This is an optimization exercise on Yosys and OpenROAD, whose aim is small area, not a production implementation. Only simulation tests tie the RTL to the original design; equivalence was not proved. The clock port is modelled as an ideal driver, which makes a skipped or thinned clock tree look cheaper than it is; a real chip needs a root buffer or a tree. Power and IR drop assume default switching activity.

== try-violet ==
==> flow/design.v (excerpt) <==
module lab7(
    input               CLOCK_50_2,
    input               RESET,
    input      [9:0]    SW,
    input      [9:0]    BUTTON,
    output              presclaerFlag,
    output              Alarm_flag,
    output     [8:0]    smallSec,
    output     [8:0]    sec,
    output     [8:0]    min,
    output     [6:0]    HEX0_D,
    output     [6:0]    HEX1_D,
    output     [6:0]    HEX2_D,
    output     [6:0]    HEX3_D,
    output     [9:0]    LEDG
);
    localparam [1:0] M_COUNT = 2'd0, M_ASET = 2'd1, M_TSET = 2'd3, M_ALARM = 2'd2;
    wire kp1, kp2;
    pulseKey i_pulseKey1(.btn(BUTTON[1]), .clk(CLOCK_50_2), .reset(RESET), .keyPulse(kp1));
    pulseKey i_pulseKey2(.btn(BUTTON[2]), .clk(CLOCK_50_2), .reset(RESET), .keyPulse(kp2));
    wire tick;
    presclaer i_presclaer(.CLK(CLOCK_50_2), .rst(SW[9] | RESET), .presclaerFlag(tick));
    assign presclaerFlag = tick;
    reg [1:0] mode;
    reg [3:0] ss, m, am;
    reg [5:0] s, as;
    reg [3:0] ss_d, m_d;     
    reg [5:0] s_d;
    reg       led;
    wire nr    = ~RESET;
  ...
Size: about 260 cells after synthesis, ~89 I/O pins, roughly 2200 um2 of cells after synthesis.
clock: 8.0 ns
lec_check: 0
abc_area: 1
cap_margin: 20
core_margin: 2
core_utilization: 40
slew_margin: 20
standard.sh (not shown) runs the stock make flow with config.mk's settings and CLKGATE_MAP_FILE= SYNTH_SCRIPT=/design/flow/synth_recipe.tcl, a recipe that flattens the netlist after the stock synthesis.
==> flow/flow/run.sh <==
#!/bin/bash
# Standard ORFS flow with these changes:
#  - the combinational logic of the standard synthesis is re-mapped for area
#    (flip-flops untouched, see resyn.tcl), the smallest of NSEED ABC runs;
#  - port buffers are buf_1 cells; the constant outputs share one tie cell;
#  - the clock tree is one clock buffer (clkbuf.tcl) instead of TritonCTS's
#    H-tree; the rest of the CTS step (timing repair) is unchanged.
set -euo pipefail
HERE=$(pwd)
R=$HERE/orfs/results/$FLOW_PLATFORM/lab7/base
ARGS=(BUFFER_PORTS_ARGS="-buffer_cell sky130_fd_sc_hd__buf_1" SKIP_REPAIR_TIE_FANOUT=1)

bash standard.sh synth > synth.log 2>&1
export LIB=$FLOW_HOME/platforms/sky130hd/lib/sky130_fd_sc_hd__tt_025C_1v80.lib
export DONT_USE=$(grep -A40 "DONT_USE_CELLS" $FLOW_HOME/platforms/sky130hd/config.mk | grep -o "sky130_fd_sc_hd__[a-z0-9_]*" | sed 's/^/-dont_use /' | tr '\n' ' ')
# resyn.abc with deepsyn random seeds 0..NSEED-1, 4 at a time; keep the smallest
cp $R/1_2_yosys.v $R/1_2_yosys.std.v
NSEED=${NSEED:-32}
mkdir -p resyn
for ((i = 0; i < NSEED; i++)); do
  sed "s/&deepsyn -J 200 -T 60/\\&deepsyn -J 200 -T 60 -S $i/" flow/resyn.abc > resyn/s$i.abc
  IN=$R/1_2_yosys.std.v OUT=$HERE/resyn/s$i.v ABCS=$HERE/resyn/s$i.abc \
    yosys -c flow/resyn.tcl > resyn/s$i.log 2>&1 &
  if (( (i + 1) % 4 == 0 )); then wait || true; fi
done
wait || true
best=$(for ((i = 0; i < NSEED; i++)); do
  a=$(grep -o "Chip area for module '\\\\lab7': [0-9.]*" resyn/s$i.v.stat | awk '{print $NF}')
  [[ -n "$a" ]] && echo "$a $i"
done | sort -n | tee resyn/areas.txt | head -1 | awk '{print $2}')
echo "best seed: $best" >> resyn/areas.txt
cp resyn/s$best.v $R/1_2_yosys.v
rm -f $R/1_synth.odb $R/1_synth.sdc

bash standard.sh "${ARGS[@]}" place > place.log 2>&1

rm -rf scripts_x; cp -r $FLOW_HOME/scripts scripts_x
grep -q '^log_cmd clock_tree_synthesis {\*}$cts_args$' scripts_x/cts.tcl
sed -i 's|^log_cmd clock_tree_synthesis {\*}$cts_args$|source $::env(CLKBUF_TCL)|' scripts_x/cts.tcl
export CLKBUF_TCL=$HERE/flow/clkbuf.tcl CLK_NET=CLOCK_50_2 CLK_BUF=${CLK_BUF:-sky130_fd_sc_hd__clkbuf_8} CLK_NCLUSTER=${CLK_NCLUSTER:-3}
bash standard.sh "${ARGS[@]}" SCRIPTS_DIR=$HERE/scripts_x cts > cts.log 2>&1

bash standard.sh "${ARGS[@]}" finish > finish.log 2>&1
==> flow/flow/resyn.abc <==
strash
&get -n
&deepsyn -J 200 -T 60
&dch -f
&nf -R 1000
&put
dnsize -c
==> flow/flow/resyn.tcl <==
# Re-map the combinational logic of the standard synthesis for area.
# The flip-flops are kept as black boxes, so their instances and names stay
# exactly as the standard synthesis made them.
yosys read_liberty -ignore_miss_func $::env(LIB)
yosys blackbox sky130_fd_sc_hd__*df* sky130_fd_sc_hd__dl* sky130_fd_sc_hd__conb_1
yosys read_verilog $::env(IN)
yosys hierarchy -top $::env(FLOW_TOP)
yosys flatten
yosys opt_clean
yosys abc -script $::env(ABCS) -liberty $::env(LIB) {*}$::env(DONT_USE)
yosys opt_clean -purge
yosys setattr -mod -unset blackbox
yosys tee -o $::env(OUT).stat stat -liberty $::env(LIB)
yosys write_verilog -noattr -noexpr -nohex -nodec $::env(OUT)
Other scripts of this flow, unchanged in this note and not shown: flow/flow/clkbuf.tcl
try-violet reached the final stage; the timing, design-rule and antenna checks on its layout passed.
Here is what was changed in the inputs of try-indigo compared with try-violet.
==> flow/flow/run.sh <==
#!/bin/bash
# Standard ORFS flow with these changes:
#  - the combinational logic of the standard synthesis is re-mapped for area
#    (flip-flops untouched, see resyn.tcl);
#  - port buffers are buf_1 cells; the constant outputs share one tie cell;
#  - the clock tree is one clock buffer (clkbuf.tcl) instead of TritonCTS's
#    H-tree; the rest of the CTS step (timing repair) is unchanged.
set -euo pipefail
HERE=$(pwd)
R=$HERE/orfs/results/$FLOW_PLATFORM/lab7/base
ARGS=(BUFFER_PORTS_ARGS="-buffer_cell sky130_fd_sc_hd__buf_1" SKIP_REPAIR_TIE_FANOUT=1)

bash standard.sh synth > synth.log 2>&1
export LIB=$FLOW_HOME/platforms/sky130hd/lib/sky130_fd_sc_hd__tt_025C_1v80.lib
export DONT_USE=$(grep -A40 "DONT_USE_CELLS" $FLOW_HOME/platforms/sky130hd/config.mk | grep -o "sky130_fd_sc_hd__[a-z0-9_]*" | sed 's/^/-dont_use /' | tr '\n' ' ')
export IN=$R/1_2_yosys.std.v OUT=$R/1_2_yosys.v ABCS=$HERE/flow/resyn.abc
cp $R/1_2_yosys.v $IN
yosys -c flow/resyn.tcl > resyn.log 2>&1
rm -f $R/1_synth.odb $R/1_synth.sdc

bash standard.sh "${ARGS[@]}" place > place.log 2>&1

rm -rf scripts_x; cp -r $FLOW_HOME/scripts scripts_x
grep -q '^log_cmd clock_tree_synthesis {\*}$cts_args$' scripts_x/cts.tcl
sed -i 's|^log_cmd clock_tree_synthesis {\*}$cts_args$|source $::env(CLKBUF_TCL)|' scripts_x/cts.tcl
export CLKBUF_TCL=$HERE/flow/clkbuf.tcl CLK_NET=CLOCK_50_2 CLK_BUF=${CLK_BUF:-sky130_fd_sc_hd__clkbuf_8} CLK_NCLUSTER=${CLK_NCLUSTER:-3}
bash standard.sh "${ARGS[@]}" SCRIPTS_DIR=$HERE/scripts_x cts > cts.log 2>&1

bash standard.sh "${ARGS[@]}" finish > finish.log 2>&1
==> flow/flow/resyn.abc <==
strash
&get -n
&deepsyn -T 30
&dch -f
&nf -R 1000
&put
dnsize -c
--- a/flow/flow/resyn.tcl
+++ b/flow/flow/resyn.tcl
@@ -11,4 +11,4 @@
 yosys opt_clean -purge
 yosys setattr -mod -unset blackbox
-yosys tee -o $::env(OUT).stat stat -liberty $::env(LIB)
+yosys stat -liberty $::env(LIB)
 yosys write_verilog -noattr -noexpr -nohex -nodec $::env(OUT)
Notes after the runs:
try-indigo finished end to end and its layout was clean on timing, DRC and antenna.
Per the comparison of try-indigo with try-violet, wire length -3.4%, via count ~0 delta.
Routed length on met1, try-indigo vs try-violet: down by more than 10%
Measured against try-indigo, the combinational power of try-violet comes out at 1.6 times the reference value.
try-indigo falls short of try-violet in cell area after synthesis.
Of try-indigo and try-violet, the run reporting the higher total stage count of the critical path was try-indigo.
[try-indigo] global-route met1 utilization fell 2.1 points relative to try-violet
Looking only at first-pass GRT wire length, and setting everything else aside, the lower value of try-indigo and try-violet goes to try-indigo.
Mean instance size in the synthesized netlist (lower): try-violet
Power: try-indigo draws less than try-violet
In every run of this note, the design's own scripts or RTL, not TritonCTS, make the clock network.

==> port drivers added, routing unchanged <==
How much do the figures lean on ideal ports? The routed layouts below were timed once more, with nothing changed but the port constraints. Step 1, drivers: a clkbuf_16 drives CLOCK_50_2 and a buf_2 each remaining input, both assumed. Step 2 also shifts input and output timing later by t, the mid clock arrival at the registers, as if the neighbouring blocks saw the same clock. Slacks: ideal / step 1 / step 2; pairs: ideal / step 1.
run	t, ns	setup WS [ns]	worst hold slack (ns)	worst setup path after step 2	worst data-port slew with drivers (ns)
try-violet	0.202	3.818 / 3.771 / 3.973	0.386 / 0.386 / 0.386	register to output	0.03
try-indigo	0.201	3.337 / 3.289 / 3.489	0.388 / 0.388 / 0.388	register to output	0.03
After both steps setup and hold are still met in every run listed.
